What follows belongs to an exercise in optimizing a design on an open flow for a short achievable clock period and few clock cycles; a production flow would make more cautious choices. Function was checked by simulation only, so behaviour that the tests miss may differ from the original. Power and IR drop assume default switching activity.

==> run a: inputs <==
## OTTER_MCU
module OTTER_MCU(
    input RST,
    input CLK,
    output [13:0] MEM_ADDR1,
    output MEM_RDEN1,
    input [31:0] MEM_DOUT1,
    output [13:0] MEM_ADDR2,
    output MEM_RDEN2,
    output MEM_WE2,
    output [3:0] MEM_BE2,
    output [31:0] MEM_DIN2,
    input [31:0] MEM_DOUT2
    );
Settings: LEC_CHECK=0, ABC_CLOCK_PERIOD_IN_PS=3000, CAP_MARGIN=20, CORE_MARGIN=2, CORE_UTILIZATION=40, GPL_TIMING_DRIVEN=1, SETUP_SLACK_MARGIN=5, SLEW_MARGIN=20, TNS_END_PERCENT=100; clock period 11.0 ns.
run.sh (not shown) runs the stock make flow with config.mk's settings and CLKGATE_MAP_FILE= SYNTH_SCRIPT=/design/flow/synth_recipe.tcl, a recipe that flattens the netlist after the stock synthesis.
==> run b (differences from run a) <==
--- a/flow/design.v
+++ b/flow/design.v
@@ -29,29 +29,30 @@
     output MEM_WE2,
     output [3:0] MEM_BE2,
     output [31:0] MEM_DIN2,
     input [31:0] MEM_DOUT2
     );
     localparam NB = 4;           
+    localparam SPRED_BNE = 1'b1;
     logic [31:0] fpc;            
     logic        iv, i_pred;     
     logic [31:0] ipc;
     logic [NB-1:0] i_hit;
-    logic        dv, d_pred;     
+    logic        dv, d_pred, d_bp;  
     logic [31:0] ir, dpc;
     logic [NB-1:0] d_hit;
     logic [NB-1:0] bt_v;
     logic [29:0]   bt_tag [0:NB-1];
     logic [31:0]   bt_tgt [0:NB-1];
     logic [1:0]    bt_ptr;       
     logic          bi_v;         
     logic [29:0]   bi_tag;
     logic [31:0]   bi_tgt;
-    logic        ev, e_pred;
+    logic        ev, e_pred, e_bp;  
     logic [NB-1:0] e_hit;
-    logic [31:0] epc, e_a, e_b, e_sd, e_imm, e_toff;
+    logic [31:0] epc, e_seq, e_btgt, e_a, e_b, e_bn, e_sd, e_imm;  
     logic [1:0]  e_acnt, e_bcnt;  
     logic        e_sub, e_f_add, e_f_sll, e_f_slt, e_f_sltu, e_f_xor, e_f_sr, e_sra,
                  e_f_or, e_f_and, e_f_link;
     logic        e_br, e_jal, e_jalr, e_load, e_store, e_wen;
     logic [2:0]  e_f3;
     logic [4:0]  e_rd;
@@ -64,25 +65,26 @@
     logic [1:0]  m_alo;
     logic        wv, w_wen, w_load;
     logic [4:0]  w_rd;
     logic [31:0] w_res;
     logic [2:0]  w_f3;
     logic [1:0]  w_alo;
-    wire stall = (e_acnt != 2'd0) | (e_bcnt != 2'd0);
+    logic stall;                 
     assign MEM_ADDR1 = fpc[15:2];
     assign MEM_RDEN1 = ~stall;
     logic [NB-1:0] f_hit;
     logic [31:0]   f_ptgt;
     always_comb begin
         f_ptgt = 32'd0;
         for (int i = 0; i < NB; i++) begin
             f_hit[i] = bt_v[i] & (bt_tag[i] == fpc[31:2]);
             f_ptgt = f_ptgt | ({32{f_hit[i]}} & bt_tgt[i]);
         end
     end
     wire f_pred = |f_hit;
+    wire [31:0] inst = MEM_DOUT1;
     wire [6:0] opc = ir[6:0];
     wire [2:0] f3  = ir[14:12];
     wire [4:0] rd  = ir[11:7];
     wire [4:0] rs1 = ir[19:15];
     wire [4:0] rs2 = ir[24:20];
     wire d_lui   = (opc == 7'b0110111);
@@ -100,32 +102,35 @@
     wire d_wen  = (d_lui | d_auipc | d_jal | d_jalr | d_load | d_alu) & (rd != 5'd0);
     wire [31:0] imm_i = {{21{ir[31]}}, ir[30:20]};
     wire [31:0] imm_s = {{21{ir[31]}}, ir[30:25], ir[11:7]};
     wire [31:0] imm_b = {{20{ir[31]}}, ir[7], ir[30:25], ir[11:8], 1'b0};
     wire [31:0] imm_u = {ir[31:12], 12'd0};
     wire [31:0] imm_j = {{12{ir[31]}}, ir[19:12], ir[20], ir[30:21], 1'b0};
+    wire [31:0] d_tgt = dpc + (d_jal ? imm_j : imm_b);
+    wire d_brv = d_br & (f3[2:1] != 2'b01);
+    wire d_st  = dv & ~d_pred & (d_jal | (d_brv & (ir[31] | SPRED_BNE & (f3 == 3'b001))));
     wire [31:0] rf_a, rf_b;
     wire        rf_we;
     wire [31:0] w_wd;
     REG_FILE reg_file(.clk(CLK), .RF_ADR1(rs1), .RF_ADR2(rs2), .RF_EN(rf_we),
         .RF_WA(w_rd), .RF_WD(w_wd), .RF_RS1(rf_a), .RF_RS2(rf_b));
     wire d_fa_e = ev & e_wen & (rs1 == e_rd);
     wire d_fb_e = ev & e_wen & (rs2 == e_rd);
     wire d_fa_m = mv & m_wen & (rs1 == m_rd);
     wire d_fb_m = mv & m_wen & (rs2 == m_rd);
     wire d_fa_w = wv & w_wen & (rs1 == w_rd);
     wire d_fb_w = wv & w_wen & (rs2 == w_rd);
-    wire [32:0] sum33 = {1'b0, e_a} + {1'b0, e_b ^ {32{e_sub}}} + {32'd0, e_sub};
+    wire [32:0] sum33 = {1'b0, e_a} + {1'b0, e_bn} + {32'd0, e_sub};
     wire [31:0] sum = sum33[31:0];
     wire        ltu = ~sum33[32];
     wire        lt  = (e_a[31] ^ e_b[31]) ? e_a[31] : ltu;
     wire        eq  = (e_a == e_b);
     wire [4:0]  sh  = e_b[4:0];
     wire [31:0] sll = e_a << sh;
     wire [31:0] srv = $signed({e_sra & e_a[31], e_a}) >>> sh;
-    wire [31:0] seq = epc + 32'd4;
+    wire [31:0] seq = e_seq;
     wire [31:0] res = ({32{e_f_add}}  & sum)
                     | ({32{e_f_sll}}  & sll)
                     | ({32{e_f_slt}}  & {31'd0, lt})
                     | ({32{e_f_sltu}} & {31'd0, ltu})
                     | ({32{e_f_xor}}  & (e_a ^ e_b))
                     | ({32{e_f_sr}}   & srv)
@@ -139,13 +144,13 @@
             2'b10:   cond = lt;
             default: cond = ltu;
         endcase
         cond = cond ^ e_f3[0];
     end
     wire [31:0] agu  = e_a + e_imm;
-    wire [31:0] btgt = epc + e_toff;
+    wire [31:0] btgt = e_btgt;
     wire [31:0] rtgt = e_pred ? seq : (e_jalr ? agu : btgt);
     wire taken    = e_jal | e_jalr | (e_br & cond);
     wire e_go     = ev & ~stall;
     wire redirect = e_go & (taken ^ e_pred);
     logic [3:0] be;
     always_comb begin
@@ -171,12 +176,19 @@
         endcase
     end
     assign w_wd  = w_load ? ld : w_res;
     assign rf_we = wv & w_wen;
     wire [31:0] fa = d_fa_e ? res : d_fa_m ? m_res : d_fa_w ? w_wd : rf_a;
     wire [31:0] fb = d_fb_e ? res : d_fb_m ? m_res : d_fb_w ? w_wd : rf_b;
+    wire [1:0] n_acnt = (d_use1 & d_fa_e & e_load) ? 2'd2 :
+                        (d_use1 & ~d_fa_e & d_fa_m & m_load) ? 2'd1 : 2'd0;
+    wire [1:0] n_bcnt = (d_use2 & d_fb_e & e_load) ? 2'd2 :
+                        (d_use2 & ~d_fb_e & d_fb_m & m_load) ? 2'd1 : 2'd0;
+    wire [31:0] d_bv  = (d_op | d_br | d_store) ? fb : (d_lui | d_auipc) ? imm_u : imm_i;
+    wire        d_sub = (d_op & (((f3 == 3'b000) & ir[30]) | (f3[2:1] == 2'b01)))
+                      | (d_opimm & (f3[2:1] == 2'b01)) | d_br;
     function automatic [31:0] repl(input [31:0] v, input [1:0] sz);
         case (sz)
             2'b00:   repl = {4{v[7:0]}};
             2'b01:   repl = {2{v[15:0]}};
             default: repl = v;
         endcase
@@ -189,38 +201,43 @@
             ev     <= 1'b0;
             mv     <= 1'b0;
             m_we   <= 1'b0;
             wv     <= 1'b0;
             e_acnt <= 2'd0;
             e_bcnt <= 2'd0;
+            stall  <= 1'b0;
             bt_v   <= '0;
             bt_ptr <= '0;
             bi_v   <= 1'b0;
         end else begin
             mv   <= e_go;
             m_we <= e_go & e_store;
             wv   <= mv;
-            bi_v <= e_go & taken & ~e_pred & (e_br | e_jal);
+            bi_v <= e_go & taken & ~e_bp & (e_br | e_jal);
             if (bi_v) begin
                 bt_v[bt_ptr] <= 1'b1;
                 bt_ptr <= bt_ptr + 1'b1;
             end
             if (stall) begin
                 if (e_acnt != 2'd0) e_acnt <= e_acnt - 2'd1;
                 if (e_bcnt != 2'd0) e_bcnt <= e_bcnt - 2'd1;
+                stall <= (e_acnt == 2'd2) | (e_bcnt == 2'd2);
             end else begin
-                if (e_go & e_pred & ~taken) bt_v <= bt_v & ~e_hit;
+                if (e_go & e_bp & ~taken) bt_v <= bt_v & ~e_hit;
                 ev <= dv & ~redirect;
-                e_acnt <= (dv & ~redirect & d_use1 & d_fa_e & e_load) ? 2'd2 :
-                          (dv & ~redirect & d_use1 & ~d_fa_e & d_fa_m & m_load) ? 2'd1 : 2'd0;
-                e_bcnt <= (dv & ~redirect & d_use2 & d_fb_e & e_load) ? 2'd2 :
-                          (dv & ~redirect & d_use2 & ~d_fb_e & d_fb_m & m_load) ? 2'd1 : 2'd0;
+                e_acnt <= n_acnt;
+                e_bcnt <= n_bcnt;
+                stall  <= dv & ~redirect & ((n_acnt != 2'd0) | (n_bcnt != 2'd0));
                 if (redirect) begin
                     fpc <= rtgt;
                     iv  <= 1'b0;
                     dv  <= 1'b0;
+                end else if (d_st) begin
+                    fpc <= d_tgt;
+                    iv  <= 1'b0;
+                    dv  <= 1'b0;
                 end else begin
                     fpc <= f_pred ? f_ptgt : fpc + 32'd4;
                     iv  <= 1'b1;
                     dv  <= iv;
                 end
             end
@@ -250,34 +267,38 @@
             bt_tgt[bt_ptr] <= bi_tgt;
         end
         if (stall) begin
             if (e_acnt == 2'd1) e_a <= w_wd;
             if (e_bcnt == 2'd1) begin
                 e_b  <= w_wd;
+                e_bn <= w_wd ^ {32{e_sub}};
                 e_sd <= repl(w_wd, e_f3[1:0]);
             end
         end else begin
             begin
                 ipc    <= fpc;
                 i_pred <= f_pred;
                 i_hit  <= f_hit;
-                ir     <= MEM_DOUT1;
+                ir     <= inst;
                 dpc    <= ipc;
                 d_pred <= i_pred;
+                d_bp   <= i_pred;
                 d_hit  <= i_hit;
             end
             epc      <= dpc;
-            e_pred   <= d_pred;
+            e_pred   <= d_pred | d_st;
+            e_seq    <= dpc + 32'd4;
+            e_btgt   <= d_tgt;
+            e_bp     <= d_bp;
             e_hit    <= d_hit;
             e_a      <= d_lui ? 32'd0 : (d_auipc ? dpc : fa);
-            e_b      <= (d_op | d_br | d_store) ? fb : (d_lui | d_auipc) ? imm_u : imm_i;
+            e_b      <= d_bv;
+            e_bn     <= d_bv ^ {32{d_sub}};
             e_sd     <= repl(fb, f3[1:0]);
             e_imm    <= d_store ? imm_s : imm_i;
-            e_toff   <= d_br ? imm_b : imm_j;
-            e_sub    <= (d_op & (((f3 == 3'b000) & ir[30]) | (f3[2:1] == 2'b01)))
-                      | (d_opimm & (f3[2:1] == 2'b01)) | d_br;
+            e_sub    <= d_sub;
             e_f_add  <= (d_alu & (f3 == 3'b000)) | d_lui | d_auipc;
             e_f_sll  <= d_alu & (f3 == 3'b001);
             e_f_slt  <= d_alu & (f3 == 3'b010);
             e_f_sltu <= d_alu & (f3 == 3'b011);
             e_f_xor  <= d_alu & (f3 == 3'b100);
             e_f_sr   <= d_alu & (f3 == 3'b101);
==> flow/flow/run.sh (new file) <==
#!/bin/bash
set -euo pipefail
bash standard.sh SETUP_SLACK_MARGIN=7 finish > standard.log 2>&1
==> flow/standard.sh (new file) <==
#!/bin/bash
# synth_recipe.tcl (not shown) runs the flow's synth.tcl, then flattens the netlist and writes it again
# the make line also repeats each setting of config.mk as NAME=value (left out here)
make -C /OpenROAD-flow-scripts/flow DESIGN_CONFIG=/design/flow/config.mk WORK_HOME=/design/flow/orfs CLKGATE_MAP_FILE= SYNTH_SCRIPT=/design/flow/synth_recipe.tcl "${@:-finish}"
removed: flow/run.sh
==> comparison <==
Routed wire length: run a is lower than run b (about 7%).
Between run b and run a, the lower final cell count is in run a (gap 4.9%, measured against run a).
Between run a and run b, the lower final area is in run a (gap about 7%, measured against run b).
Clock-buffer cell count: run b is higher than run a (23).
==> figures <==
Result of the run: run b finished clean; run a finished clean
Part of the total power dissipated in the clock network: run b 0.397; run a 0.204
Overall Global Routing Usage: run b 0.298; run a 0.290
Gate power share: run b 0.128; run a 0.458
Fin area: run b 108000 um^2; run a 100000 um^2
Part of the cycle the worst path needs: run b 0.373; run a 0.502
Sequential cell count of the final layout: run b 1870; run a 1788
Post-Synth Simple-Gate Area: run b 0.0617; run a 0.0595
Minimum hold slack: run b 322 ps; run a 327 ps
Pin count of the biggest net entering global routing: run b 174; run a 114
Testbench counts of run a, summed over its fixed seeds: cycles 69,064.
Testbench counts of run b, summed over its fixed seeds: cycles 67,399.

static timing again, ports no longer ideal:
No port has a modelled driver above. Below, the same layouts with a new extraction and two added sets of constraints.
Step 1 sets driving cells, clkbuf_16 on the clock port and buf_2 on the other inputs (assumed; they add their load-dependent delay and slew).
Step 2 times the ports against the registers' clock, not the clock port: input delays grow and output delays shrink by t, the midpoint of the rising clock arrivals with the driver on.
Three values: ideal, step 1, step 2; two values: the first two.
| run | shift t [ns] | setup slack, ns | clock arrival spread, ns |
|---|---|---|---|
| run a | 0.941 | 5.482 / 5.482 / 4.829 | 0.061 / 0.061 |
| run b | 0.939 | 6.901 / 6.950 / 6.018 | 0.069 / 0.068 |
After both steps setup and hold are still met in every run listed. For run b, which loses most, drivers alone change the setup slack by +0.049 ns; drivers and shift together by -0.883 ns.
